Background: an optimization exercise with open tools, aiming at small area, a short achievable clock period and few clock cycles per item. Do not read the settings as production practice.
The RTL was checked by simulation tests, not by an equivalence proof against the original design.

<file path="flow/run.sh">
#!/bin/bash
# The standard layout, with plain buffers (not delay cells) on the ports.
set -euo pipefail
bash standard.sh "BUFFER_PORTS_ARGS=-buffer_cell sky130_fd_sc_hd__buf_2" finish > standard.log 2>&1
</file>
<file path="standard.sh">
#!/bin/bash
# synth_recipe.tcl (not shown) runs the flow's synth.tcl, then flattens the netlist and writes it again
# the make line also repeats each setting of config.mk as NAME=value (left out here)
make -C /OpenROAD-flow-scripts/flow DESIGN_CONFIG=/design/flow/config.mk WORK_HOME=/design/flow/orfs CLKGATE_MAP_FILE= SYNTH_SCRIPT=/design/flow/synth_recipe.tcl "${@:-finish}"
</file>
<file path="config.mk">
export PLATFORM = sky130hd
export DESIGN_NAME = xoodoo_nc
export DESIGN_NICKNAME = xoodoo_nc
export VERILOG_FILES = /design/flow/design.v
export SDC_FILE = /design/flow/constraint.sdc
export NUM_CORES = 4
export LEC_CHECK = 0
export CAP_MARGIN = 20
export CORE_MARGIN = 2
export CORE_UTILIZATION = 40
export CTS_CLUSTER_DIAMETER = 100
export CTS_CLUSTER_SIZE = 25
export SLEW_MARGIN = 20
export SYNTH_HIERARCHICAL = 1
</file>
<file path="constraint.sdc">
create_clock -name core_clock -period 7.0 [get_ports {clk}]
set_input_delay 1.4000 -clock core_clock [delete_from_list [all_inputs] [get_ports {clk}]]
set_output_delay 1.4000 -clock core_clock [all_outputs]
set_load 0.01 [all_outputs]
</file>
<file path="design.v">
module xoodoo_nc (
    input         clk,
    input         rst,    
    input         dv,
    input  [95:0] state,
    output [95:0] out,
    output        out_valid
);
    localparam [31:0] RC1 = 32'h00000380;
    localparam [31:0] RC2 = 32'h000000F0;
    localparam [31:0] RC3 = 32'h000001A0;
    wire [31:0] s0 = state[31:0], s1 = state[63:32], s2 = state[95:64];
    wire [31:0] d1, p1, e1, n0_1, t2_1;
    xoo_xor32 #(.K(RC1))  u1_d  (.a(s0), .b(s1), .y(d1));    
    xoo_xor32 #(.K(RC1))  u1_p  (.a(d1), .b(s2), .y(p1));    
    xoo_xor32             u1_e  (.a({p1[26:0], p1[31:27]}), .b({p1[17:0], p1[31:18]}), .y(e1));
    xoo_xor32 #(.K(~RC1)) u1_n0 (.a(s0), .b(e1), .y(n0_1));  
    xoo_xor32             u1_a2 (.a(s2), .b(e1), .y(t2_1));
    wire [31:0] a2_1 = {t2_1[20:0], t2_1[31:21]};
    reg [95:0] r1;    
    always @(posedge clk) r1 <= {a2_1, d1, n0_1};
    wire [31:0] q1_n0 = r1[31:0], q1_d = r1[63:32], q1_a2 = r1[95:64];
    wire [31:0] c1_b0, c1_g, c1_b1, c1_h, c1_b2;
    xoo_mux2i32           u2_b0 (.s(q1_a2), .a1(q1_d), .a0(q1_n0), .y(c1_b0));
    xoo_nand2b32          u2_g  (.a(q1_n0), .b(q1_a2), .y(c1_g));     
    xoo_xor32 #(.K(~32'h0)) u2_b1 (.a(q1_d), .b(c1_g), .y(c1_b1));
    xoo_nand2_32          u2_h  (.a(q1_n0), .b(q1_d), .y(c1_h));      
    xoo_xor32 #(.K(~32'h0)) u2_b2 (.a(q1_a2), .b(c1_h), .y(c1_b2));
    wire [31:0] x0_2 = c1_b0;
    wire [31:0] x1_2 = {c1_b1[30:0], c1_b1[31]};
    wire [31:0] x2_2 = {c1_b2[23:0], c1_b2[31:24]};
    wire [31:0] d2, p2, e2, n0_2, a1_2, t2_2;
    xoo_xor32 #(.K(RC2))  u2_d  (.a(x0_2), .b(x1_2), .y(d2));
    xoo_xor32 #(.K(RC2))  u2_p  (.a(d2), .b(x2_2), .y(p2));
    xoo_xor32             u2_e  (.a({p2[26:0], p2[31:27]}), .b({p2[17:0], p2[31:18]}), .y(e2));
    xoo_xor32 #(.K(~RC2)) u2_n0 (.a(x0_2), .b(e2), .y(n0_2));
    xoo_xor32             u2_a1 (.a(x1_2), .b(e2), .y(a1_2));
    xoo_xor32             u2_a2 (.a(x2_2), .b(e2), .y(t2_2));
    wire [31:0] a2_2 = {t2_2[20:0], t2_2[31:21]};
    wire [31:0] c2_b0, c2_nb1;
    xoo_mux2i32           u2_c0 (.s(a2_2), .a1(d2), .a0(n0_2), .y(c2_b0));
    xoo_mux2i32           u2_c1 (.s(a2_2), .a1(a1_2), .a0(d2), .y(c2_nb1));
    reg [95:0] r2;    
    always @(posedge clk) r2 <= {a2_2, c2_nb1, c2_b0};
    wire [31:0] q2_b0 = r2[31:0], q2_nb1 = r2[63:32], q2_a2 = r2[95:64];
    wire [31:0] c2_g, c2_b2;
    xoo_nor2_32           u3_g  (.a(q2_b0), .b(q2_nb1), .y(c2_g));    
    xoo_xor32             u3_b2 (.a(q2_a2), .b(c2_g), .y(c2_b2));
    wire [31:0] x0_3  = q2_b0;
    wire [31:0] x1n_3 = {q2_nb1[30:0], q2_nb1[31]};
    wire [31:0] x2_3  = {c2_b2[23:0], c2_b2[31:24]};
    wire [31:0] d3, p3, e3, n0_3, t2_3;
    xoo_xor32 #(.K(~RC3)) u3_d  (.a(x0_3), .b(x1n_3), .y(d3));
    xoo_xor32 #(.K(RC3))  u3_p  (.a(d3), .b(x2_3), .y(p3));
    xoo_xor32             u3_e  (.a({p3[26:0], p3[31:27]}), .b({p3[17:0], p3[31:18]}), .y(e3));
    xoo_xor32 #(.K(~RC3)) u3_n0 (.a(x0_3), .b(e3), .y(n0_3));
    xoo_xor32             u3_a2 (.a(x2_3), .b(e3), .y(t2_3));
    wire [31:0] a2_3 = {t2_3[20:0], t2_3[31:21]};
    wire [31:0] c3_b0, c3_g, c3_b1, c3_h, c3_b2;
    xoo_mux2i32           u3_b0 (.s(a2_3), .a1(d3), .a0(n0_3), .y(c3_b0));
    xoo_nand2b32          u3_gg (.a(n0_3), .b(a2_3), .y(c3_g));
    xoo_xor32 #(.K(~32'h0)) u3_b1 (.a(d3), .b(c3_g), .y(c3_b1));
    xoo_nand2_32          u3_h  (.a(n0_3), .b(d3), .y(c3_h));
    xoo_xor32 #(.K(~32'h0)) u3_b2o (.a(a2_3), .b(c3_h), .y(c3_b2));
    reg [95:0] r3;    
    always @(posedge clk)
        r3 <= {c3_b2[23:0], c3_b2[31:24], c3_b1[30:0], c3_b1[31], c3_b0};
    assign out = r3;
    reg [2:0] v;
    always @(posedge clk) begin
        if (rst) v <= 3'b000;
        else     v <= {v[1:0], dv};
    end
    assign out_valid = v[2];
endmodule
module xoo_xor32 #(
    parameter [31:0] K = 32'h0
) (
    input  [31:0] a,
    input  [31:0] b,
    output [31:0] y
);
    assign y = a ^ b ^ K;
endmodule
module xoo_mux2i32 (
    input  [31:0] s,
    input  [31:0] a1,
    input  [31:0] a0,
    output [31:0] y
);
    assign y = ~((s & a1) | (~s & a0));
endmodule
module xoo_nand2b32 (
    input  [31:0] a,
    input  [31:0] b,
    output [31:0] y
);
    assign y = ~(~a & b);
endmodule
module xoo_nand2_32 (
    input  [31:0] a,
    input  [31:0] b,
    output [31:0] y
);
    assign y = ~(a & b);
endmodule
module xoo_nor2_32 (
    input  [31:0] a,
    input  [31:0] b,
    output [31:0] y
);
    assign y = ~(a | b);
endmodule
</file>
==> summary.log, run 1 <==
qor: place.placement.cell_area 15300 µm²
qor: yosys.synth_fp_nets 1353
qor: timing.finalSetupViolCount 0
qor: cts.clock_latency 0.50 ns
qor: die.boundaryPins 196
qor: die.start_util 40.9%
qor: cts.root_buffer sky130_fd_sc_hd__clkbuf_16
qor: drt.topRoutingLayerUsed met4
qor: critical_path.cp_common_cell sky130_fd_sc_hd__xor2_1
qor: cts.htree_num_levels 1
qor: critical_path.cpPeakStageDelay 0.61 ns
qor: drt.detail_route.drc_violations 0
qor: drt.number_of_routed_nets_with_antenna_violations 0
qor: critical_path.critical_path_arrival 3.67 ns
qor: critical_path.timing.critical_path.fanout_max 3
qor: yosys.synth.distinct_cells 8
qor: cts.post-cts-setup-buffer-count 0
qor: critical_path.critical-path-top-delay-family XOR/XNOR gates
qor: grt.pin_count_of_the_biggest_net_entering_global_routing 26
qor: cts.tritoncts.num_buffers 15
qor: drt.routed_wirelength 37700 µm
qor: grt.via_count_of_the_first_global_routing_pass 8321
qor: finish.post-route-cell-area 15700 µm²
qor: finish.layout.cells.most_common_list sky130_fd_sc_hd__xor2_1 (412), sky130_fd_sc_hd__dfxtp_1 (291), sky130_fd_sc_hd__xnor2_1 (260)
qor: place.post_detail_place_hpwl 33600 µm
qor: drt.num_vias 8336
qor: yosys.synth_seq_area_share 42.3%
qor: yosys.netlist.top_cell.by_area sky130_fd_sc_hd__dfxtp_1
qor: critical_path.critical_path_class register to register
qor: critical_path.required 7.42 ns
qor: finish.post_route_cells_drive_above_1_share 14.4%
qor: yosys.avgSynthCellArea 11.0 µm²
qor: cts.cts_tree built
qor: timing.worst_pin_slew 0.758 ns
qor: yosys.synthesis.area 13800 µm²
qor: die.core_area 33700 µm²
qor: drt.detail_route.vias_per_cell 4.36
qor: finish.mostFrequentLayoutCell sky130_fd_sc_hd__xor2_1
qor: run.cap_viol_max_count 0
qor: critical_path.critical_path.slowest_cell sky130_fd_sc_hd__xor2_1
qor: finish.flow.area_growth_from_synthesis 14.0%
qor: finish.post_layout_nonfiller_instances 1913
qor: timing.max_clock_freq 308 MHz
qor: timing.maxSlewHeadroom 49.1%
qor: grt.gr-total-overflow 0
qor: cts.cts.repair.resized 0
qor: yosys.synth-seq-cells 291
qor: place.place.detailed.instances 1897
qor: critical_path.crit_path_cell_trace nand2b_1, xnor2_1, xor2_1, xor2_1, xor2_1, xor2_1, mux2i_1
qor: yosys.postSynthCellCount 1254
qor: run_status.status finished clean
qor: cts.number_of_clock_sinks_seen_by_cts 291
qor: critical_path.cp_num_buf_inv 0
qor: place.buffer_ports.inserted 195
qor: finish.final_net_count 1565
qor: critical_path.timing.critical_path.from_type register
qor: cts.postCtsHoldBufs 0
qor: die.fp.dieArea 35900 µm²
qor: grt.total_routing_resource_utilization_after_global_routing 20.7%
qor: cts.path_clk_slew 0.09 ns
qor: finish.diodes 0
qor: timing.hold_slack 0.461 ns
qor: timing.final_count_of_pins_violating_max_slew 0
qor: finish.layout.core_utilization 46.6%
qor: finish.num-fill-cells 3266
qor: timing.hold_viol_final 0
qor: drt.routed-wl-met2 17800 µm
qor: timing.clock_skew_after_layout 0.0199 ns
qor: yosys.proportion_of_netlist_area_held_by_the_largest_area_contributor 42.3%
qor: drt.wl_per_cell 19.7 µm
qor: drt.wl_met3 1420 µm
qor: yosys.count_of_warnings_emitted_by_yosys 7
qor: grt.grt_pass1_wl 54100 µm
qor: die.dieHeight 190 µm
qor: critical_path.worst_setup_path_end_kind register
qor: yosys.yosys-top-cells-area sky130_fd_sc_hd__dfxtp_1 (42%), sky130_fd_sc_hd__xor2_1 (26%), sky130_fd_sc_hd__xnor2_1 (17%)
qor: hold_path.hold_class register to register
qor: grt.number_of_antenna_violations_at_the_first_check_in_global_routing 0
qor: drt.drt_pass_1_iters 6
qor: timing.timing.final.crit_share 46.4%
qor: drt.met1_layer_wirelength_in_the_final_routing 17500 µm
qor: timing.period_minus_slack 3.25 ns
qor: die.dieWidth 190 µm
qor: drt.dr.first_iter.drc_count 323
qor: place.finalWeightedCongestion 0.939
qor: timing.rsz0062_at_grt no
qor: die.fp-row-count 67
qor: cts.maximum_buffer_depth_of_the_clock_tree 3
qor: timing.timing.setup.tns 0 ns
==> sequential cells by signal (all words and copies together), names as in the netlist <==
| register | cells |
|---|---|
| r2 | 96 |
| r3 | 96 |
| r1 | 96 |
| v | 3 |
==> cell usage after synthesis, drive strengths merged <==
cell type and number:
nor2b 3, xor2 412, mux2i 128, xnor2 260, dfxtp 291, nand2 64, nor2 32, nand2b 64
==> layer usage <==
layer,vias to the layer above,track usage [%]
li1,4335,-
met1,3742,27.2
met4,0,5.22
met5,-,0
met3,43,2.23
met2,216,36.4
==> per-stage QoR <==
| step | setup slack, ns |
|---|---|
| final | 3.75 |
| after global routing | 3.62 |
| after CTS | 3.75 |
| after detailed placement | 3.78 |
| after global placement | 3.79 |
| after floorplan | 4.72 |
==> Yosys stat by module (local to each module, per instance), excerpt <==
module	flops+latches	cell area [µm²]	copies in the design
xoo_nand2b32	0	200	2
xoodoo_nc	291	5840	1
xoo_nor2_32	0	120	1
xoo_xor32	0	280	8
xoo_nand2_32	0	120	2
xoo_mux2i32	0	320	4
==> final timing paths <==
check	cells past startpoint	startpoint	endpoint	slack (ns)
setup / recovery	7	r1[8]	r2[25]	3.75
hold / removal	1	v[0]	v[1]	0.46
setup reg to reg	7	r1[8]	r2[25]	3.75
hold reg to reg	1	v[0]	v[1]	0.46
==> cell type report <==
| type | instances | area, µm² | share of cell area, % |
|---|---|---|---|
| Clock buffer | 15 | 375 | 2.39 |
| Tap cell | 448 | 561 | 3.57 |
| Clock inverter | 1 | 11.3 | 0.0717 |
| Multi-Input combinational cell | 963 | 7950 | 50.6 |
| Sequential cell | 291 | 5830 | 37.1 |
| Timing Repair Buffer | 195 | 976 | 6.22 |
==> logic make-up after synthesis <==
| logic type | Yosys count | synth area share, % |
|---|---|---|
| xor gates and xnor gates | 672 | 42.7 |
| DFF | 291 | 42.3 |
| and+or+nand+nor | 163 | 5.66 |
| muxes | 128 | 9.30 |
Testbench counts, summed over its fixed seeds: cycles 16,016, items 16,000.
==> run 2: changes to the inputs <==
--- a/config.mk
+++ b/config.mk
@@ -12,2 +12,3 @@
 export CTS_CLUSTER_SIZE = 25
+export SETUP_SLACK_MARGIN = 4.5
 export SLEW_MARGIN = 20
==> summary.log, run 2 <==
qor: drt.topRoutingLayerUsed met4
qor: grt.grt_pass1_wl 54600 µm
qor: drt.wl_per_cell 19.5 µm
qor: timing.finalSetupViolCount 0
qor: timing.period_minus_slack 2.47 ns
qor: critical_path.critical_path.slowest_cell sky130_fd_sc_hd__xor2_1
qor: drt.wl_met3 1490 µm
qor: yosys.number_of_synthesized_flops_with_an_enable_pin 0
qor: critical_path.cp_num_buf_inv 1
qor: grt.pin_count_of_the_biggest_net_entering_global_routing 26
qor: yosys.netlist.top_cell.by_area sky130_fd_sc_hd__dfxtp_1
qor: yosys.synthesis.area 13800 µm²
qor: yosys.synth_commonest_cells sky130_fd_sc_hd__xor2_1 (412), sky130_fd_sc_hd__dfxtp_1 (291), sky130_fd_sc_hd__xnor2_1 (260)
qor: die.dieHeight 190 µm
qor: place.buffer_ports.inserted 195
qor: drt.routed-wl-met2 18200 µm
qor: grt.via_count_of_the_first_global_routing_pass 8474
qor: finish.total_area_of_multi_input_combinational_cells 9690 µm²
qor: yosys.synth-seq-cells 291
qor: place.finalWeightedCongestion 0.939
qor: yosys.synth_seq_area_share 42.3%
qor: die.start_util 40.9%
qor: critical_path.cp_common_cell sky130_fd_sc_hd__xor2_1
qor: drt.routed_wirelength 38100 µm
qor: drt.drt_pass_1_iters 4
qor: die.core_area 33700 µm²
qor: timing.hold_viol_final 0
qor: critical_path.crit_path_cell_trace buf_2, xor2_1, xor2_1, xor2_1, xnor2_1
qor: timing.maxSlewHeadroom 50.9%
qor: place.post_detail_place_hpwl 33600 µm
qor: cts.number_of_clock_sinks_seen_by_cts 291
qor: finish.mostFrequentLayoutCell sky130_fd_sc_hd__dfxtp_1
qor: yosys.synth_fp_nets 1353
qor: timing.worst_pin_slew 0.732 ns
qor: drt.number_of_routed_nets_with_antenna_violations 0
qor: yosys.yosysMostFrequentCell sky130_fd_sc_hd__xor2_1
qor: cts.htree_num_levels 1
qor: run.cap_viol_max_count 0
qor: critical_path.worst_setup_path_end_kind register
qor: finish.diodes 0
qor: timing.max_clock_freq 405 MHz
qor: timing.rsz0062_at_grt yes
qor: grt.gr-total-overflow 0
qor: critical_path.cpPeakStageDelay 0.45 ns
qor: die.fp.dieArea 35900 µm²
qor: cts.cts_tree built
qor: drt.num_vias 8462
qor: finish.layout.cells.most_common_list sky130_fd_sc_hd__dfxtp_1 (290), sky130_fd_sc_hd__xor2_1 (276), sky130_fd_sc_hd__xnor2_1 (216)
qor: finish.final_net_count 1600
qor: grt.number_of_antenna_violations_at_the_first_check_in_global_routing 0
qor: drt.met1_layer_wirelength_in_the_final_routing 17100 µm
qor: yosys.yosys-top-cells-area sky130_fd_sc_hd__dfxtp_1 (42%), sky130_fd_sc_hd__xor2_1 (26%), sky130_fd_sc_hd__xnor2_1 (17%)
qor: critical_path.critical-path-top-delay-family XOR/XNOR gates
qor: yosys.avgSynthCellArea 11.0 µm²
qor: critical_path.critical_path_class input pin to register
qor: drt.detail_route.vias_per_cell 4.34
qor: critical_path.required 7.35 ns
qor: cts.clock_latency 0.50 ns
qor: drt.detail_route.drc_violations 0
qor: critical_path.timing.critical_path.fanout_max 2
qor: hold_path.hold_class register to register
qor: finish.post_route_cells_drive_above_1_share 30.3%
qor: finish.layout_top_registers r1: 96 flops, r2: 96 flops, r3: 96 flops
qor: critical_path.critical_path_arrival 2.82 ns
qor: yosys.proportion_of_netlist_area_held_by_the_largest_area_contributor 42.3%
qor: cts.maximum_buffer_depth_of_the_clock_tree 3
qor: grt.total_routing_resource_utilization_after_global_routing 21.0%
qor: drt.dr.first_iter.drc_count 305
qor: yosys.synth_ff_type sky130_fd_sc_hd__dfxtp_1
qor: yosys.synth.distinct_cells 8
qor: cts.path_clk_slew 0.10 ns
qor: timing.timing.final.crit_share 35.3%
qor: run_status.status finished clean
qor: critical_path.timing.critical_path.from_type input pin
qor: die.boundaryPins 196
qor: cts.root_buffer sky130_fd_sc_hd__clkbuf_16
qor: die.fp-row-count 67
qor: yosys.count_of_warnings_emitted_by_yosys 7
qor: timing.final_count_of_pins_violating_max_slew 0
qor: die.dieWidth 190 µm
qor: finish.seq_area 5830 µm²
qor: yosys.postSynth.asyncResetShare 0%
qor: yosys.postSynthCellCount 1254
qor: finish.num-fill-cells 3035
qor: timing.clock_skew_after_layout 0.0177 ns
qor: timing.timing.setup.tns 0 ns
qor: finish.flow.area_growth_from_synthesis 28.6%
qor: cts.tritoncts.num_buffers 15
==> run 2: cell counts after synthesis <==
Identical to the previous run, type by type.
==> run 2: path summary, 6_finish.rpt <==
kind / from / endpoint / slack [ns] / depth (start not counted)
worst max-delay path: state[2] / r1[16] / 4.53 / 5
worst min register to register: v[0] / v[1] / 0.46 / 1
worst min-delay path: v[0] / v[1] / 0.46 / 1
worst max register to register: r1[63] / r2[23] / 4.55 / 7
==> run 2: cell families (layout without fill, tap and decap cells) <==
| group | count (synthesis) | count (layout) | share of synthesized area, % |
|---|---|---|---|
| XOR/XNOR | 672 | 672 | 42.7 |
| flip-flops | 291 | 291 | 42.3 |
| AND/OR/NAND/NOR | 163 | 163 | 5.66 |
| multiplexers | 128 | 128 | 9.30 |
| buffers and inverters | 0 | 246 | 0 |
==> run 2: stage by stage <==
| step | hold WS (ns) | setup WS (ns) | area [µm²] | util [%] | cells |
|---|---|---|---|---|---|
| floorplan | 0.414 | 4.72 | 13800 | - | 1254 |
| global placement | 0.434 | 3.79 | 15300 | 45.4 | 1897 |
| detailed placement | 0.446 | 3.78 | 15300 | 45.4 | 1897 |
| CTS | 0.464 | 4.44 | 16800 | 49.7 | 1932 |
| global route | 0.491 | 4.43 | 17700 | 52.6 | 1948 |
| finish | 0.461 | 4.53 | 17700 | 52.6 | 1948 |
==> run 2: final cells by class <==
type | instances | area share [%]
clock inverter | 1 | 0.0636
tap | 448 | 3.16
sequential | 291 | 32.9
clock buffer | 15 | 2.12
timing repair buffer | 230 | 7.06
multi-input combinational | 963 | 54.7
==> run 2: what timing repair did <==
item,CTS,global route
resized for setup,123,111
buffers inserted,19,16
hold buffers,0,0
cloned,0,0
pin swaps,14,26
endpoints found under the setup margin,94,84
==> run 2: metal layers <==
| metal | up-vias | global-route usage, % |
|---|---|---|
| met2 | 228 | 36.8 |
| li1 | 4287 | - |
| met3 | 49 | 2.31 |
| met4 | 0 | 5.72 |
| met1 | 3898 | 27.5 |
| met5 | - | 0 |
==> run 2: per-module statistics from Yosys (local to each module, per instance), excerpt <==
module	cells	area (µm²)	copies in the design
xoo_mux2i32	32	320	4
xoodoo_nc	294	5840	1
xoo_nand2b32	32	200	2
xoo_nor2_32	32	120	1
xoo_xor32	32	280	8
xoo_nand2_32	32	120	2
==> run 3: changes to the inputs <==
--- a/config.mk
+++ b/config.mk
@@ -12,3 +12,3 @@
 export CTS_CLUSTER_SIZE = 25
-export SETUP_SLACK_MARGIN = 4.5
+export SETUP_SLACK_MARGIN = 4.4
 export SLEW_MARGIN = 20
==> summary.log, run 3 <==
qor: run_status.status finished clean
qor: yosys.netlist.top_cell.by_area sky130_fd_sc_hd__dfxtp_1
qor: yosys.count_of_warnings_emitted_by_yosys 7
qor: critical_path.r2r_start r1[88]
qor: grt.number_of_antenna_violations_at_the_first_check_in_global_routing 0
qor: grt.grt_pass1_wl 54300 µm
qor: timing.final_count_of_pins_violating_max_slew 0
qor: hold_path.hold_depth 1
qor: yosys.proportion_of_netlist_area_held_by_the_largest_area_contributor 42.3%
qor: run.cap_viol_max_count 0
qor: timing.period_minus_slack 2.60 ns
qor: yosys.number_of_synthesized_flops_with_an_enable_pin 0
qor: critical_path.timing.critical_path.fanout_max 3
qor: drt.dr.first_iter.drc_count 322
qor: critical_path.required 7.40 ns
qor: finish.final_net_count 1581
qor: critical_path.timing.critical_path.from_type register
qor: finish.post_route_cells_drive_above_1_share 25.1%
qor: cts.number_of_clock_sinks_seen_by_cts 291
qor: timing.max_clock_freq 385 MHz
qor: finish.post_layout_nonfiller_instances 1929
qor: cts.cts_tree built
qor: finish.layout.cells.most_common_list sky130_fd_sc_hd__xor2_1 (311), sky130_fd_sc_hd__dfxtp_1 (291), sky130_fd_sc_hd__xnor2_1 (228)
qor: drt.routed_wirelength 37900 µm
qor: hold_path.worstHoldEndpoint v[1]
qor: cts.maximum_buffer_depth_of_the_clock_tree 3
qor: finish.mostFrequentLayoutCell sky130_fd_sc_hd__xor2_1
qor: timing.finalSetupViolCount 0
qor: yosys.synth.distinct_cells 8
qor: die.core_area 33700 µm²
qor: place.buffer_ports.inserted 195
qor: yosys.synth_seq_area_share 42.3%
qor: critical_path.timing.rr.end r2[8]
qor: die.boundaryPins 196
qor: drt.detail_route.vias_per_cell 4.35
qor: critical_path.critical_path_class register to register
qor: grt.via_count_of_the_first_global_routing_pass 8385
qor: timing.hold_viol_final 0
qor: place.post_detail_place_hpwl 33600 µm
qor: cts.htree_num_levels 1
qor: die.fp.dieArea 35900 µm²
qor: timing.hold_slack 0.461 ns
qor: place.pre_cts_slack 3.78 ns
qor: timing.clock_skew_after_layout 0.0195 ns
qor: critical_path.critical_path_arrival 3.00 ns
qor: drt.wl_per_cell 19.6 µm
qor: timing.rsz0062_at_grt yes
qor: die.dieWidth 190 µm
qor: critical_path.worst_setup_path_startpoint r1[88]
qor: grt.gr-total-overflow 0
qor: grt.total_routing_resource_utilization_after_global_routing 20.8%
qor: grt.pin_count_of_the_biggest_net_entering_global_routing 26
qor: place.place.detailed.instances 1897
qor: yosys.postSynthCellCount 1254
qor: yosys.synth_fp_nets 1353
qor: yosys.yosysMostFrequentCell sky130_fd_sc_hd__xor2_1
qor: yosys.synth_commonest_cells sky130_fd_sc_hd__xor2_1 (412), sky130_fd_sc_hd__dfxtp_1 (291), sky130_fd_sc_hd__xnor2_1 (260)
qor: cts.tritoncts.num_buffers 15
qor: drt.drt_pass_1_iters 4
qor: critical_path.reg2reg_depth 6
qor: finish.diodes 0
qor: critical_path.reg2reg_slack 4.40 ns
qor: timing.timing.final.crit_share 37.1%
qor: place.finalWeightedCongestion 0.939
qor: hold_path.hold_class register to register
qor: die.dieHeight 190 µm
qor: yosys.postSynth.asyncResetShare 0%
qor: critical_path.worst_setup_path_end_kind register
qor: cts.root_buffer sky130_fd_sc_hd__clkbuf_16
qor: die.fp-row-count 67
qor: hold_path.hold_path_startpoint v[0]
qor: finish.flow.area_growth_from_synthesis 23.5%
qor: yosys.synth-seq-cells 291
qor: timing.maxSlewHeadroom 48.6%
qor: drt.number_of_routed_nets_with_antenna_violations 0
qor: yosys.avgSynthCellArea 11.0 µm²
qor: die.start_util 40.9%
qor: yosys.yosys-top-cells-area sky130_fd_sc_hd__dfxtp_1 (42%), sky130_fd_sc_hd__xor2_1 (26%), sky130_fd_sc_hd__xnor2_1 (17%)
qor: yosys.synth_ff_type sky130_fd_sc_hd__dfxtp_1
qor: timing.timing.setup.tns 0 ns
qor: timing.worst_pin_slew 0.766 ns
qor: drt.detail_route.drc_violations 0
qor: yosys.synthesis.area 13800 µm²
qor: timing.setup_slack 4.40 ns
qor: cts.clock_latency 0.50 ns
qor: cts.path_clk_slew 0.10 ns
qor: drt.num_vias 8389
qor: finish.layout_top_registers r1: 96 flops, r2: 96 flops, r3: 96 flops
[run 3: changes by cell type in the layout (fill, tap and decap cells not counted), sizes merged]
| cell | delta |
|---|---|
| buf | -19 |
[run 3: metal layers]
metal,track usage (%),vias up,share of wire (%)
met1,27.4,3836,45
met3,2.27,47,4.0
met5,0,-,0
met2,36.5,225,48
li1,-,4281,-
met4,5.52,0,3.0
[run 3: worst max-delay path by stage]
stage,endpoint,cells past startpoint
after floorplan,r1[64],4
after global placement,r2[57],7
after detailed placement,r2[25],7
after CTS,r2[3],7
after global routing,r2[8],6
final,r2[8],6
[run 3: timing repair]
action	CTS	global route
resized for setup	79	79
pin swaps	6	10
endpoints found under the setup margin	71	66
hold buffers	0	0
buffers inserted	7	9
[run 3: worst max-delay path: stages, from the launching register on]
cell and delay [ns]:
sky130_fd_sc_hd__dfxtp_1 0.45, sky130_fd_sc_hd__mux2i_1 0.43, sky130_fd_sc_hd__xor2_2 0.28, sky130_fd_sc_hd__xor2_2 0.36, sky130_fd_sc_hd__xor2_2 0.31, sky130_fd_sc_hd__xor2_2 0.35, sky130_fd_sc_hd__mux2i_1 0.31
[run 3: through the flow]
stage	util, %	area [µm²]
floorplan	-	13800
global placement	45.4	15300
detailed placement	45.4	15300
CTS	48.5	16300
global route	50.5	17000
finish	50.5	17000
[run 3: cell type report]
| cell class | count | area (µm²) |
|---|---|---|
| Clock buffer | 15 | 375 |
| Tap cell | 448 | 561 |
| Timing Repair Buffer | 211 | 1100 |
| Multi-Input combinational cell | 963 | 9140 |
| Fill cell | 3124 | 16700 |
| Clock inverter | 1 | 11.3 |
| Sequential cell | 291 | 5830 |
[run 3: cells by family (layout without fill, tap and decap cells)]
| family | Yosys count | after routing | synth area share, % |
|---|---|---|---|
| simple gates | 163 | 163 | 5.66 |
| mux | 128 | 128 | 9.30 |
| xor+xnor | 672 | 672 | 42.7 |
| buf+inv | 0 | 227 | 0 |
| flops | 291 | 291 | 42.3 |
[run 3: per-module statistics from Yosys (local to each module, per instance), excerpt]
| module | flops+latches | copies in the design | area [µm²] | cells |
|---|---|---|---|---|
| xoo_nand2b32 | 0 | 2 | 200 | 32 |
| xoo_mux2i32 | 0 | 4 | 320 | 32 |
| xoo_xor32 | 0 | 8 | 280 | 32 |
| xoo_nand2_32 | 0 | 2 | 120 | 32 |
| xoo_nor2_32 | 0 | 1 | 120 | 32 |
| xoodoo_nc | 291 | 1 | 5840 | 294 |
==> run 4: changes to the inputs <==
--- a/config.mk
+++ b/config.mk
@@ -9,6 +9,7 @@
 export CORE_MARGIN = 2
-export CORE_UTILIZATION = 40
+export CORE_UTILIZATION = 60
 export CTS_CLUSTER_DIAMETER = 100
 export CTS_CLUSTER_SIZE = 25
-export SETUP_SLACK_MARGIN = 4.4
+export PLACE_DENSITY = 0.7
+export SETUP_SLACK_MARGIN = 4.55
 export SLEW_MARGIN = 20
==> summary.log, run 4 <==
qor: run_status.status finished clean
qor: yosys.yosysMostFrequentCell sky130_fd_sc_hd__xor2_1
qor: drt.drt_pass_1_iters 4
qor: timing.worst_pin_slew 0.892 ns
qor: yosys.synth_commonest_cells sky130_fd_sc_hd__xor2_1 (412), sky130_fd_sc_hd__dfxtp_1 (291), sky130_fd_sc_hd__xnor2_1 (260)
qor: finish.layout.cells.most_common_list sky130_fd_sc_hd__dfxtp_1 (290), sky130_fd_sc_hd__xor2_1 (268), sky130_fd_sc_hd__xnor2_1 (217)
qor: critical_path.critical-path-top-delay-family XOR/XNOR gates
qor: yosys.avgSynthCellArea 11.0 µm²
qor: cts.postCtsHoldBufs 0
qor: critical_path.critical_path_class register to register
qor: yosys.synth-seq-cells 291
qor: cts.path_clk_slew 0.09 ns
qor: grt.pin_count_of_the_biggest_net_entering_global_routing 26
qor: timing.rsz0062_at_grt yes
qor: drt.dr.first_iter.drc_count 358
qor: drt.number_of_routed_nets_with_antenna_violations 0
qor: cts.clock_latency 0.50 ns
qor: yosys.synth_fp_nets 1353
qor: place.buffer_ports.inserted 195
qor: cts.cts_tree built
qor: finish.num-fill-cells 1469
qor: timing.maxSlewHeadroom 40.1%
qor: yosys.postSynthCellCount 1254
qor: yosys.proportion_of_netlist_area_held_by_the_largest_area_contributor 42.3%
qor: place.pre_cts_slack 3.97 ns
qor: critical_path.required 7.38 ns
qor: cts.number_of_clock_sinks_seen_by_cts 291
qor: yosys.netlist.top_cell.by_area sky130_fd_sc_hd__dfxtp_1
qor: critical_path.crit_path_cell_trace nand2b_1, xnor2_4, xor2_2, xor2_2, xor2_2, xor2_2, mux2i_1
qor: die.fp.dieArea 24200 µm²
qor: yosys.synth_ff_type sky130_fd_sc_hd__dfxtp_1
qor: yosys.number_of_synthesized_flops_with_an_enable_pin 0
qor: cts.maximum_buffer_depth_of_the_clock_tree 3
qor: drt.num_vias 8776
qor: cts.root_buffer sky130_fd_sc_hd__clkbuf_16
qor: critical_path.cp-endpoint r2[16]
qor: critical_path.cpPeakStageDelay 0.41 ns
qor: finish.diodes 0
qor: timing.hold_viol_final 0
qor: drt.detail_route.vias_per_cell 4.91
qor: yosys.synth-adder-area-share 0%
qor: hold_path.hold_class register to register
qor: finish.layout_top_registers r1: 96 flops, r2: 96 flops, r3: 96 flops
qor: timing.timing.final.crit_share 35.8%
qor: die.boundaryPins 196
qor: place.finalWeightedCongestion 0.941
qor: cts.htree_num_levels 1
qor: die.dieWidth 156 µm
qor: die.fp-row-count 55
qor: yosys.synth_compound_gate_area_share 0%
qor: critical_path.critical_path.slowest_cell sky130_fd_sc_hd__dfxtp_1
qor: run.cap_viol_max_count 0
qor: place.placement.cell_area 15100 µm²
qor: die.dieHeight 156 µm
qor: die.core_area 22600 µm²
qor: timing.timing.setup.tns 0 ns
qor: drt.wl_per_cell 20.3 µm
qor: finish.post-route-cell-area 17500 µm²
qor: yosys.yosys-top-cells-area sky130_fd_sc_hd__dfxtp_1 (42%), sky130_fd_sc_hd__xor2_1 (26%), sky130_fd_sc_hd__xnor2_1 (17%)
qor: yosys.count_of_warnings_emitted_by_yosys 7
qor: yosys.synthXorXnorAreaFrac 42.7%
qor: yosys.synth_top_family_by_area XOR/XNOR gates
qor: die.start_util 61.0%
qor: grt.gr-total-overflow 0
qor: critical_path.timing.rr.end r2[16]
qor: cts.tritoncts.num_buffers 15
qor: drt.detail_route.drc_violations 0
qor: yosys.synthesis.area 13800 µm²
qor: timing.setup_slack 4.49 ns
qor: critical_path.cp_num_buf_inv 0
qor: yosys.synth.distinct_cells 8
qor: finish.mostFrequentLayoutCell sky130_fd_sc_hd__dfxtp_1
qor: timing.finalSetupViolCount 0
qor: timing.max_clock_freq 399 MHz
qor: yosys.synthMuxAreaShare 9.30%
qor: critical_path.timing.critical_path.fanout_max 3
qor: grt.grt_pass1_wl 51500 µm
qor: finish.flow.area_growth_from_synthesis 27.1%
qor: finish.final_net_count 1602
qor: critical_path.worst_setup_path_startpoint r1[95]
qor: critical_path.worst_setup_path_end_kind register
qor: grt.number_of_antenna_violations_at_the_first_check_in_global_routing 0
qor: timing.period_minus_slack 2.51 ns
qor: place.post_detail_place_hpwl 30700 µm
qor: yosys.postSynth.asyncResetShare 0%
qor: critical_path.r2r_start r1[95]
qor: timing.clock_skew_after_layout 0.0282 ns
qor: critical_path.cp_common_cell sky130_fd_sc_hd__xor2_2
qor: grt.total_routing_resource_utilization_after_global_routing 29.1%
qor: timing.final_count_of_pins_violating_max_slew 0
qor: grt.via_count_of_the_first_global_routing_pass 8562
qor: yosys.synth_seq_area_share 42.3%
qor: critical_path.reg2reg_depth 7
qor: drt.routed_wirelength 36400 µm
qor: critical_path.timing.critical_path.from_type register
qor: critical_path.worst-path-stages 7
qor: critical_path.critical_path_arrival 2.89 ns
qor: yosys.synth_simple_gate_area_share 5.66%
qor: critical_path.reg2reg_slack 4.49 ns
qor: finish.post_route_cells_drive_above_1_share 30.5%
run 4: cell counts after synthesis:
No cell type changed its count.
run 4: cells by family (layout without fill, tap and decap cells):
group	Yosys count	after routing
flops	291	291
simple gates	163	163
xor+xnor	672	672
buf+inv	0	249
mux	128	128
run 4: worst reg2reg max path, stage by stage (launching register included):
cell	delay, ns
sky130_fd_sc_hd__dfxtp_1	0.41
sky130_fd_sc_hd__nand2b_1	0.17
sky130_fd_sc_hd__xnor2_4	0.31
sky130_fd_sc_hd__xor2_2	0.25
sky130_fd_sc_hd__xor2_2	0.31
sky130_fd_sc_hd__xor2_2	0.34
sky130_fd_sc_hd__xor2_2	0.28
sky130_fd_sc_hd__mux2i_1	0.34
run 4: area by class of cell:
| type | count | area [µm²] | area share (%) |
|---|---|---|---|
| clock inverters | 2 | 37.5 | 0.214 |
| repair buffers | 232 | 1270 | 7.23 |
| multi-input cells | 963 | 9640 | 55.1 |
| well taps | 285 | 357 | 2.04 |
| clock buffers | 15 | 375 | 2.14 |
| flip-flops and latches | 291 | 5830 | 33.3 |
run 4: repair_timing:
action                                 in CTS  in global routing
resized for setup                         120                109
setup endpoints to repair                 110                 89
endpoints found under the hold margin       0                  0
setup buffers                              19                 18
pin swaps                                  23                 19
run 4: through the flow:
stage | instances | utilization [%] | hold WS [ns]
after global routing | 1788 | 77.6 | 0.457
after floorplan | 1254 | - | 0.414
after detailed placement | 1734 | 66.9 | 0.434
after CTS | 1770 | 73.3 | 0.454
final | 1788 | 77.6 | 0.450
after global placement | 1734 | 66.9 | 0.419
run 4: worst min-delay path by stage:
| stage | startpoint | to | slack [ns] | depth (start not counted) |
|---|---|---|---|---|
| 6_report | v[1] | v[2] | 0.45 | 1 |
| 5_1_grt | v[1] | v[2] | 0.46 | 1 |
| 4_1_cts | v[1] | v[2] | 0.45 | 1 |
| 3_5_place_dp | v[1] | v[2] | 0.43 | 1 |
| 3_3_place_gp | v[0] | v[1] | 0.42 | 1 |
| 2_1_floorplan | v[0] | v[1] | 0.41 | 1 |
run 4: per-module statistics from Yosys, one instance, submodules excluded, excerpt:
| module | cells inside | flops+latches | times used | cell area (µm²) |
|---|---|---|---|---|
| xoo_mux2i32 | 32 | 0 | 4 | 320 |
| xoo_nor2_32 | 32 | 0 | 1 | 120 |
| xoodoo_nc | 294 | 291 | 1 | 5840 |
| xoo_xor32 | 32 | 0 | 8 | 280 |
| xoo_nand2_32 | 32 | 0 | 2 | 120 |
| xoo_nand2b32 | 32 | 0 | 2 | 200 |
run 4: routing by layer:
layer / track usage (%) / share of wire [%] / up-vias
li1: - / - / 4288
met1: 34.6 / 40 / 4119
met2: 53.6 / 51 / 288
met3: 3.01 / 4.0 / 81
met4: 12.3 / 5.2 / 0
met5: 0 / 0 / -
==> run 5: changes to the inputs <==
--- a/config.mk
+++ b/config.mk
@@ -13,3 +13,3 @@
 export PLACE_DENSITY = 0.7
-export SETUP_SLACK_MARGIN = 4.55
+export SETUP_SLACK_MARGIN = 4.6
 export SLEW_MARGIN = 20
==> summary.log, run 5 <==
qor: run_status.status finished clean
qor: critical_path.worst_setup_path_startpoint r1[88]
qor: run.cap_viol_max_count 0
qor: cts.maximum_buffer_depth_of_the_clock_tree 3
qor: yosys.proportion_of_netlist_area_held_by_the_largest_area_contributor 42.3%
qor: grt.via_count_of_the_first_global_routing_pass 8705
qor: critical_path.timing.critical_path.fanout_max 3
qor: timing.maxSlewHeadroom 48.9%
qor: yosys.synthesis.area 13800 µm²
qor: grt.total_routing_resource_utilization_after_global_routing 29.4%
qor: die.start_util 61.0%
qor: timing.worst_pin_slew 0.761 ns
qor: yosys.synth.distinct_cells 8
qor: finish.post_route_cells_drive_above_1_share 34.1%
qor: drt.number_of_routed_nets_with_antenna_violations 0
qor: cts.tritoncts.num_buffers 15
qor: die.fp-row-count 55
qor: die.core_area 22600 µm²
qor: yosys.postSynthCellCount 1254
qor: grt.pin_count_of_the_biggest_net_entering_global_routing 26
qor: yosys.synth_commonest_cells sky130_fd_sc_hd__xor2_1 (412), sky130_fd_sc_hd__dfxtp_1 (291), sky130_fd_sc_hd__xnor2_1 (260)
qor: critical_path.required 7.41 ns
qor: yosys.synth_seq_area_share 42.3%
qor: drt.drt_pass_1_iters 5
qor: timing.final_count_of_pins_violating_max_slew 0
qor: drt.routed_wirelength 37300 µm
qor: place.finalWeightedCongestion 0.941
qor: grt.gr-total-overflow 0
qor: finish.layout.cells.most_common_list sky130_fd_sc_hd__dfxtp_1 (288), sky130_fd_sc_hd__xor2_1 (247), sky130_fd_sc_hd__xnor2_1 (203)
qor: yosys.postSynth.asyncResetShare 0%
qor: place.buffer_ports.inserted 195
qor: yosys.synth_fp_nets 1353
qor: hold_path.hold_class register to register
qor: drt.detail_route.vias_per_cell 4.95
qor: drt.wl_per_cell 20.7 µm
qor: timing.timing.final.crit_share 35.1%
qor: timing.rsz0062_at_grt yes
qor: yosys.yosysMostFrequentCell sky130_fd_sc_hd__xor2_1
qor: grt.number_of_antenna_violations_at_the_first_check_in_global_routing 0
qor: drt.dr.first_iter.drc_count 359
qor: timing.max_clock_freq 408 MHz
qor: critical_path.critical_path_class register to register
qor: place.place.detailed.instances 1734
qor: yosys.yosys-top-cells-area sky130_fd_sc_hd__dfxtp_1 (42%), sky130_fd_sc_hd__xor2_1 (26%), sky130_fd_sc_hd__xnor2_1 (17%)
qor: timing.timing.setup.tns 0 ns
qor: finish.diodes 0
qor: cts.htree_num_levels 1
qor: timing.finalSetupViolCount 0
qor: die.fp.dieArea 24200 µm²
qor: finish.layout_top_registers r1: 96 flops, r2: 96 flops, r3: 96 flops
qor: cts.postCtsHoldBufs 0
qor: timing.clock_skew_after_layout 0.0241 ns
qor: die.dieHeight 156 µm
qor: die.boundaryPins 196
qor: yosys.netlist.top_cell.by_area sky130_fd_sc_hd__dfxtp_1
qor: finish.num-fill-cells 1365
qor: yosys.count_of_warnings_emitted_by_yosys 7
qor: finish.post_layout_nonfiller_instances 1805
qor: cts.number_of_clock_sinks_seen_by_cts 291
qor: grt.grt_pass1_wl 52100 µm
qor: finish.final_net_count 1619
qor: die.dieWidth 156 µm
qor: finish.flow.area_growth_from_synthesis 30.9%
qor: yosys.synth-seq-cells 291
qor: drt.detail_route.drc_violations 0
qor: timing.period_minus_slack 2.45 ns
qor: critical_path.worst_setup_path_end_kind register
qor: cts.cts_tree built
qor: finish.mostFrequentLayoutCell sky130_fd_sc_hd__dfxtp_1
qor: place.post_detail_place_hpwl 30700 µm
qor: hold_path.hold_path_startpoint v[1]
qor: timing.hold_viol_final 0
qor: yosys.avgSynthCellArea 11.0 µm²
qor: cts.clock_latency 0.50 ns
qor: cts.path_clk_slew 0.09 ns
qor: critical_path.r2r_start r1[88]
qor: drt.num_vias 8935
qor: yosys.synth_ff_type sky130_fd_sc_hd__dfxtp_1
qor: critical_path.timing.critical_path.from_type register
qor: yosys.number_of_synthesized_flops_with_an_enable_pin 0
qor: critical_path.critical_path_arrival 2.86 ns
qor: cts.root_buffer sky130_fd_sc_hd__clkbuf_16
[run 5: cell count changes in the layout (fill, tap and decap cells not counted), sizes merged]
cell | before | now
buf | 232 | 249
[run 5: critical path: stages, from the launching register on]
cell and delay [ns]:
sky130_fd_sc_hd__dfxtp_1 0.44, sky130_fd_sc_hd__nand2b_1 0.15, sky130_fd_sc_hd__xnor2_2 0.32, sky130_fd_sc_hd__xor2_2 0.19
sky130_fd_sc_hd__buf_4 0.18, sky130_fd_sc_hd__xor2_4 0.26, sky130_fd_sc_hd__xor2_2 0.31, sky130_fd_sc_hd__xor2_2 0.28
sky130_fd_sc_hd__mux2i_1 0.25
[run 5: cell families (layout without fill, tap and decap cells)]
group	count (synthesis)	count (layout)	share of synthesized area, %
flops	291	291	42.3
buf+inv	0	266	0
simple gates	163	163	5.66
mux	128	128	9.30
xor+xnor	672	672	42.7
[run 5: timing repair]
| action | in CTS | in global routing |
|---|---|---|
| gates resized for setup | 156 | 127 |
| buffers inserted | 32 | 22 |
| pin swaps | 27 | 36 |
| endpoints found under the setup margin | 133 | 99 |
[run 5: final timing paths]
kind | to | slack, ns | cells past startpoint
hold reg to reg | v[2] | 0.45 | 1
hold / removal | v[2] | 0.45 | 1
setup reg to reg | r2[41] | 4.55 | 8
setup / recovery | r2[41] | 4.55 | 8
[run 5: modules after synthesis (local to each module, per instance), a selection]
module        copies in the design  cell area, µm²
xoodoo_nc                        1            5840
xoo_nand2_32                     2             120
xoo_xor32                        8             280
xoo_mux2i32                      4             320
xoo_nor2_32                      1             120
xoo_nand2b32                     2             200
[run 5: per-layer routing]
layer / wire [µm] / track usage [%] / vias to the layer above
li1: - / - / 4311
met1: 14700 / 34.7 / 4210
met2: 18800 / 53.8 / 328
met3: 1700 / 3.15 / 86
met4: 2180 / 13.2 / 0
met5: 0 / 0 / -
[run 5: layout make-up]
cell class / instances / area, µm² / share of cell area, %
Clock buffer: 15 / 375 / 2.08
Clock inverter: 2 / 37.5 / 0.208
Multi-Input combinational cell: 963 / 10100 / 55.7
Sequential cell: 291 / 5830 / 32.3
Tap cell: 285 / 357 / 1.98
Timing Repair Buffer: 249 / 1380 / 7.66
[run 5: through the flow]
step	setup slack (ns)	util [%]	cell area (µm²)	hold slack, ns
finish	4.55	79.9	18000	0.450
global route	4.46	79.9	18000	0.457
CTS	4.56	75.0	16900	0.454
detailed placement	3.97	66.9	15100	0.434
global placement	3.98	66.9	15100	0.419
floorplan	4.72	-	13800	0.414
==> run 6: changes to the inputs <==
--- a/config.mk
+++ b/config.mk
@@ -12,4 +12,5 @@
 export CTS_CLUSTER_SIZE = 25
+export GPL_ROUTABILITY_DRIVEN = 0
 export PLACE_DENSITY = 0.7
-export SETUP_SLACK_MARGIN = 4.6
+export SETUP_SLACK_MARGIN = 4.5
 export SLEW_MARGIN = 20
==> summary.log, run 6 <==
qor: drt.dr.first_iter.drc_count 365
qor: hold_path.hold_path_startpoint v[1]
qor: die.boundaryPins 196
qor: finish.final_net_count 1588
qor: hold_path.hold_class register to register
qor: cts.clock_latency 0.50 ns
qor: cts.path_clk_slew 0.10 ns
qor: yosys.yosysMostFrequentCell sky130_fd_sc_hd__xor2_1
qor: die.dieWidth 156 µm
qor: finish.post_route_cells_drive_above_1_share 28.6%
qor: grt.via_count_of_the_first_global_routing_pass 8492
qor: timing.clock_skew_after_layout 0.0236 ns
qor: timing.period_minus_slack 2.56 ns
qor: yosys.avgSynthCellArea 11.0 µm²
qor: grt.total_routing_resource_utilization_after_global_routing 27.9%
qor: die.core_area 22600 µm²
qor: timing.worst_pin_slew 0.842 ns
qor: critical_path.required 7.41 ns
qor: place.pre_cts_slack 4.15 ns
qor: die.fp-row-count 55
qor: place.place.detailed.instances 1734
qor: finish.layout_top_registers r1: 96 flops, r2: 96 flops, r3: 96 flops
qor: die.fp.dieArea 24200 µm²
qor: die.dieHeight 156 µm
qor: timing.setup_slack 4.44 ns
qor: grt.pin_count_of_the_biggest_net_entering_global_routing 26
qor: finish.mostFrequentLayoutCell sky130_fd_sc_hd__dfxtp_1
qor: yosys.count_of_warnings_emitted_by_yosys 7
qor: grt.grt_pass1_wl 49600 µm
qor: finish.seq_area 5830 µm²
qor: critical_path.worst_setup_path_startpoint r1[90]
qor: critical_path.crit_path_cell_trace nand2b_1, xnor2_2, xor2_2, xor2_2, buf_4, xor2_2, xor2_1, mux2i_1
qor: timing.rsz0062_at_grt yes
qor: yosys.synthesis.area 13800 µm²
qor: yosys.postSynthCellCount 1254
qor: drt.num_vias 8752
qor: critical_path.r2r_start r1[90]
qor: place.buffer_ports.inserted 195
qor: critical_path.timing.critical_path.fanout_max 3
qor: yosys.synth_fp_nets 1353
qor: cts.cts_tree built
qor: finish.flow.area_growth_from_synthesis 24.5%
qor: yosys.synth-seq-cells 291
qor: timing.max_clock_freq 391 MHz
qor: cts.postCtsHoldBufs 0
qor: yosys.synth_commonest_cells sky130_fd_sc_hd__xor2_1 (412), sky130_fd_sc_hd__dfxtp_1 (291), sky130_fd_sc_hd__xnor2_1 (260)
qor: grt.number_of_antenna_violations_at_the_first_check_in_global_routing 0
qor: run.cap_viol_max_count 0
qor: cts.tritoncts.num_buffers 15
qor: finish.diodes 0
qor: yosys.netlist.top_cell.by_area sky130_fd_sc_hd__dfxtp_1
qor: timing.timing.final.crit_share 36.6%
qor: finish.num-fill-cells 1567
qor: finish.post-route-cell-area 17100 µm²
qor: critical_path.critical_path_class register to register
qor: grt.gr-total-overflow 0
qor: timing.hold_viol_final 0
qor: critical_path.worst_setup_path_end_kind register
qor: cts.root_buffer sky130_fd_sc_hd__clkbuf_16
qor: timing.timing.setup.tns 0 ns
qor: yosys.number_of_synthesized_flops_with_an_enable_pin 0
qor: finish.total_area_of_multi_input_combinational_cells 9420 µm²
qor: critical_path.critical_path.slowest_cell sky130_fd_sc_hd__dfxtp_1
qor: yosys.yosys-top-cells-area sky130_fd_sc_hd__dfxtp_1 (42%), sky130_fd_sc_hd__xor2_1 (26%), sky130_fd_sc_hd__xnor2_1 (17%)
qor: yosys.proportion_of_netlist_area_held_by_the_largest_area_contributor 42.3%
qor: cts.maximum_buffer_depth_of_the_clock_tree 3
qor: yosys.synth_seq_area_share 42.3%
qor: run_status.status finished clean
qor: finish.post_layout_nonfiller_instances 1773
qor: drt.number_of_routed_nets_with_antenna_violations 0
qor: critical_path.timing.critical_path.from_type register
qor: drt.routed_wirelength 35400 µm
qor: yosys.synth_ff_type sky130_fd_sc_hd__dfxtp_1
qor: place.placement.cell_area 15100 µm²
qor: drt.wl_per_cell 20.0 µm
qor: die.start_util 61.0%
qor: cts.number_of_clock_sinks_seen_by_cts 291
qor: drt.drt_pass_1_iters 4
qor: place.post_detail_place_hpwl 29200 µm
qor: timing.finalSetupViolCount 0
qor: yosys.synth.distinct_cells 8
qor: critical_path.cp_common_cell sky130_fd_sc_hd__xor2_2
qor: yosys.postSynth.asyncResetShare 0%
qor: critical_path.cpPeakStageDelay 0.42 ns
qor: timing.maxSlewHeadroom 43.5%
qor: drt.detail_route.drc_violations 0
qor: cts.htree_num_levels 1
qor: timing.final_count_of_pins_violating_max_slew 0
qor: drt.detail_route.vias_per_cell 4.94
qor: finish.layout.cells.most_common_list sky130_fd_sc_hd__dfxtp_1 (290), sky130_fd_sc_hd__xor2_1 (284), sky130_fd_sc_hd__xnor2_1 (217)
qor: critical_path.critical_path_arrival 2.97 ns
run 6: area by class of cell:
type	instances	area share, %
clock buffer	15	2.19
clock inverter	1	0.0657
multi-input combinational	963	55.0
sequential	291	34.0
tap	285	2.08
timing repair buffer	218	6.70
run 6: timing repair:
action / CTS / global route
setup endpoints to repair: 74 / 89
gates cloned: 0 / 0
setup buffers: 9 / 14
resized for setup: 90 / 112
pin swaps: 16 / 26
run 6: layer usage:
metal	share of wire (%)	up-vias	track usage, %	routed length, µm
met1	41	4022	34.0	14500
met4	6.0	0	12.6	2140
li1	-	4277	-	-
met5	0	-	0	0
met2	48	338	49.8	17200
met3	4.6	115	3.12	1640
run 6: worst max-delay path, delay by kind of cell, from the launching register on:
family / cells / cell delay (ns)
xor gates and xnor gates: 5 / 1.44
DFF: 1 / 0.42
buffers and inverters: 1 / 0.19
muxes: 1 / 0.30
and+or+nand+nor: 1 / 0.12
run 6: final timing paths:
check | endpoint | slack [ns] | cells past startpoint
max | r2[52] | 4.44 | 8
min | v[2] | 0.45 | 1
max reg2reg | r2[52] | 4.44 | 8
min reg2reg | v[2] | 0.45 | 1
run 6: per-module statistics from Yosys (local to each module, per instance), excerpt:
module	flops+latches	area, µm²
xoo_mux2i32	0	320
xoo_nand2_32	0	120
xoo_nand2b32	0	200
xoo_nor2_32	0	120
xoo_xor32	0	280
xoodoo_nc	291	5840
run 6: cells by family (layout without fill, tap and decap cells):
logic type | count (synthesis) | count (layout) | share of synthesized area [%]
XOR/XNOR | 672 | 672 | 42.7
flip-flops | 291 | 291 | 42.3
AND/OR/NAND/NOR | 163 | 163 | 5.66
multiplexers | 128 | 128 | 9.30
buffers and inverters | 0 | 234 | 0
run 6: stage by stage:
step / hold slack, ns / utilization (%)
floorplan: 0.414 / -
global placement: 0.419 / 66.9
global route: 0.466 / 75.9
finish: 0.448 / 75.9
CTS: 0.453 / 71.9
detailed placement: 0.428 / 66.9
==> run 7: changes to the inputs <==
--- a/config.mk
+++ b/config.mk
@@ -9,7 +9,6 @@
 export CORE_MARGIN = 2
-export CORE_UTILIZATION = 60
+export CORE_UTILIZATION = 65
 export CTS_CLUSTER_DIAMETER = 100
 export CTS_CLUSTER_SIZE = 25
-export GPL_ROUTABILITY_DRIVEN = 0
-export PLACE_DENSITY = 0.7
+export PLACE_DENSITY = 0.8
 export SETUP_SLACK_MARGIN = 4.5
==> summary.log, run 7 <==
qor: run_status.status finished clean
qor: timing.finalSetupViolCount 0
qor: cts.clock_latency 0.49 ns
qor: die.dieWidth 150 µm
qor: finish.final_net_count 1584
qor: yosys.yosysMostFrequentCell sky130_fd_sc_hd__xor2_1
qor: cts.root_buffer sky130_fd_sc_hd__clkbuf_16
qor: drt.num_vias 8969
qor: finish.layout_top_registers r1: 96 flops, r2: 96 flops, r3: 96 flops
qor: yosys.avgSynthCellArea 11.0 µm²
qor: grt.grt_pass1_wl 51900 µm
qor: die.fp.dieArea 22400 µm²
qor: timing.timing.final.crit_share 36.8%
qor: place.pre_cts_slack 4.08 ns
qor: cts.number_of_clock_sinks_seen_by_cts 291
qor: timing.period_minus_slack 2.57 ns
qor: yosys.postSynth.asyncResetShare 0%
qor: cts.htree_num_levels 1
qor: drt.detail_route.vias_per_cell 5.10
qor: die.fp-row-count 53
qor: hold_path.hold_depth 1
qor: hold_path.hold_class register to register
qor: yosys.synth_fp_nets 1353
qor: yosys.synth_seq_area_share 42.3%
qor: critical_path.timing.critical_path.from_type register
qor: place.finalWeightedCongestion 0.963
qor: die.start_util 65.9%
qor: place.post_detail_place_hpwl 30700 µm
qor: finish.flow.area_growth_from_synthesis 24.1%
qor: yosys.number_of_synthesized_flops_with_an_enable_pin 0
qor: place.placement.cell_area 15100 µm²
qor: finish.total_area_of_multi_input_combinational_cells 9400 µm²
qor: finish.mostFrequentLayoutCell sky130_fd_sc_hd__dfxtp_1
qor: finish.post-route-cell-area 17100 µm²
qor: timing.maxSlewHeadroom 49.2%
qor: timing.worst_pin_slew 0.756 ns
qor: timing.hold_viol_final 0
qor: critical_path.reg2reg_depth 6
qor: drt.dr.first_iter.drc_count 384
qor: yosys.synth.distinct_cells 8
qor: place.buffer_ports.inserted 195
qor: hold_path.worstHoldEndpoint v[2]
qor: yosys.proportion_of_netlist_area_held_by_the_largest_area_contributor 42.3%
qor: drt.number_of_routed_nets_with_antenna_violations 0
qor: cts.path_clk_slew 0.09 ns
qor: drt.detail_route.drc_violations 0
qor: drt.drt_pass_1_iters 5
qor: yosys.netlist.top_cell.by_area sky130_fd_sc_hd__dfxtp_1
qor: grt.number_of_antenna_violations_at_the_first_check_in_global_routing 0
qor: finish.layout.cells.most_common_list sky130_fd_sc_hd__dfxtp_1 (291), sky130_fd_sc_hd__xor2_1 (281), sky130_fd_sc_hd__xnor2_1 (221)
qor: cts.cts_tree built
qor: die.boundaryPins 196
qor: grt.via_count_of_the_first_global_routing_pass 8967
qor: critical_path.timing.critical_path.fanout_max 3
qor: timing.rsz0062_at_grt yes
qor: cts.maximum_buffer_depth_of_the_clock_tree 3
qor: finish.layout.core_utilization 81.8%
qor: die.dieHeight 150 µm
qor: yosys.count_of_warnings_emitted_by_yosys 7
qor: timing.max_clock_freq 389 MHz
qor: yosys.yosys-top-cells-area sky130_fd_sc_hd__dfxtp_1 (42%), sky130_fd_sc_hd__xor2_1 (26%), sky130_fd_sc_hd__xnor2_1 (17%)
qor: critical_path.critical_path_class register to register
qor: drt.routed_wirelength 36800 µm
qor: run.cap_viol_max_count 0
qor: drt.wl_per_cell 20.9 µm
qor: timing.final_count_of_pins_violating_max_slew 0
qor: critical_path.reg2reg_slack 4.43 ns
qor: critical_path.worst_setup_path_startpoint r1[47]
qor: critical_path.worst_setup_path_end_kind register
qor: timing.setup_slack 4.43 ns
qor: timing.clock_skew_after_layout 0.0173 ns
qor: yosys.synth_ff_type sky130_fd_sc_hd__dfxtp_1
qor: critical_path.r2r_start r1[47]
qor: finish.num-fill-cells 1260
qor: grt.total_routing_resource_utilization_after_global_routing 31.8%
qor: yosys.synth_commonest_cells sky130_fd_sc_hd__xor2_1 (412), sky130_fd_sc_hd__dfxtp_1 (291), sky130_fd_sc_hd__xnor2_1 (260)
qor: grt.gr-total-overflow 0
qor: cts.tritoncts.num_buffers 15
qor: critical_path.required 7.40 ns
qor: die.core_area 20900 µm²
qor: hold_path.hold_path_startpoint v[1]
qor: critical_path.timing.rr.end r2[16]
qor: critical_path.critical_path_arrival 2.98 ns
qor: yosys.synthesis.area 13800 µm²
qor: yosys.postSynthCellCount 1254
qor: finish.diodes 0
qor: yosys.synth-seq-cells 291
qor: cts.postCtsHoldBufs 0
qor: finish.seq_area 5830 µm²
qor: grt.pin_count_of_the_biggest_net_entering_global_routing 26
qor: finish.post_route_cells_drive_above_1_share 28.4%
qor: timing.timing.setup.tns 0 ns
run 7: cell counts after synthesis:
No cell type changed its count.
run 7: worst max-delay path by stage:
stage                     slack [ns]  cells past startpoint  endpoint
after floorplan                 4.72                      4    r1[64]
after global placement          4.16                      5    r1[11]
after detailed placement        4.08                      5    r1[11]
after CTS                       4.48                      7    r3[44]
after global routing            4.38                      8    r2[24]
final                           4.43                      6    r2[16]
run 7: area by class of cell:
type | instances | share of cell area [%]
Timing Repair Buffer | 214 | 6.55
Clock inverter | 1 | 0.0513
Clock buffer | 16 | 2.28
Sequential cell | 291 | 34.1
Multi-Input combinational cell | 963 | 55.0
Tap cell | 275 | 2.01
run 7: cell families (layout without fill, tap and decap cells):
logic type	after synthesis	count (layout)	share of synthesized area [%]
and+or+nand+nor	163	163	5.66
muxes	128	128	9.30
buffers and inverters	0	231	0
xor gates and xnor gates	672	672	42.7
DFF	291	291	42.3
run 7: critical path, stage by stage, from the launching register on:
cell                      delay (ns)
sky130_fd_sc_hd__dfxtp_1        0.41
sky130_fd_sc_hd__nand2_1        0.09
sky130_fd_sc_hd__xnor2_1        0.62
sky130_fd_sc_hd__xor2_2         0.38
sky130_fd_sc_hd__xor2_2         0.36
sky130_fd_sc_hd__xor2_2         0.35
sky130_fd_sc_hd__mux2i_1        0.28
run 7: layer usage:
metal / track usage, % / vias to the layer above / wire length, µm
met5: 0 / - / 0
met4: 13.4 / 0 / 2220
met3: 3.26 / 84 / 1510
met2: 59.7 / 306 / 18700
met1: 36.7 / 4322 / 14400
li1: - / 4257 / -
run 7: Yosys stat by module (local to each module, per instance), a selection:
module	cells inside	cell area, µm²	copies in the design
xoodoo_nc	294	5840	1
xoo_nand2b32	32	200	2
xoo_mux2i32	32	320	4
xoo_nor2_32	32	120	1
xoo_nand2_32	32	120	2
xoo_xor32	32	280	8
run 7: through the flow:
stage	cells	hold slack, ns
floorplan	1254	0.414
CTS	1750	0.459
global placement	1724	0.422
detailed placement	1724	0.444
global route	1760	0.465
finish	1760	0.456
run 7: timing repair:
item                                    in CTS  in global routing
endpoints found under the setup margin      90                 87
pin swaps                                   20                 14
setup buffers                                9                 10
gates resized for setup                    113                 87

## static timing again, ports no longer ideal
The flow's constraints put no driver on any port. The routed layouts listed below were extracted and timed again, unchanged, in two steps.
Step 1 (the two cells are an assumption about what drives the block):
set clk [get_ports {clk}]
set_driving_cell -lib_cell sky130_fd_sc_hd__clkbuf_16 $clk
set_driving_cell -lib_cell sky130_fd_sc_hd__buf_2 [delete_from_list [all_inputs] $clk]
Step 2 moves the port delays by t, midway between the first and last clock arrival at a register: inputs arrive t later, outputs are due t later. That takes back most of the time a late clock gives input paths.
Slacks: ideal / step 1 / step 2; pairs: ideal / step 1.
run	shift t [ns]	slack for setup (ns)	hold WS [ns]	worst setup path at the end	pins driven straight from the clock port
run 1	0.542	3.752 / 3.752 / 3.752	0.461 / 0.461 / 0.461	register to register	1
run 2	0.542	4.532 / 4.552 / 4.023	0.461 / 0.461 / 0.461	input to register	1
run 3	0.542	4.401 / 4.401 / 4.061	0.461 / 0.461 / 0.461	input to register	1
run 4	0.537	4.494 / 4.494 / 4.081	0.450 / 0.450 / 0.450	input to register	1
run 5	0.538	4.546 / 4.546 / 4.056	0.450 / 0.450 / 0.450	input to register	1
run 6	0.535	4.440 / 4.440 / 4.209	0.448 / 0.448 / 0.448	input to register	1
run 7	0.536	4.427 / 4.427 / 4.073	0.456 / 0.456 / 0.456	input to register	1
After both steps setup and hold are still met in every run listed. The setup slack of run 2, which loses most, moves by +0.020 ns with the drivers and by -0.509 ns with both steps.
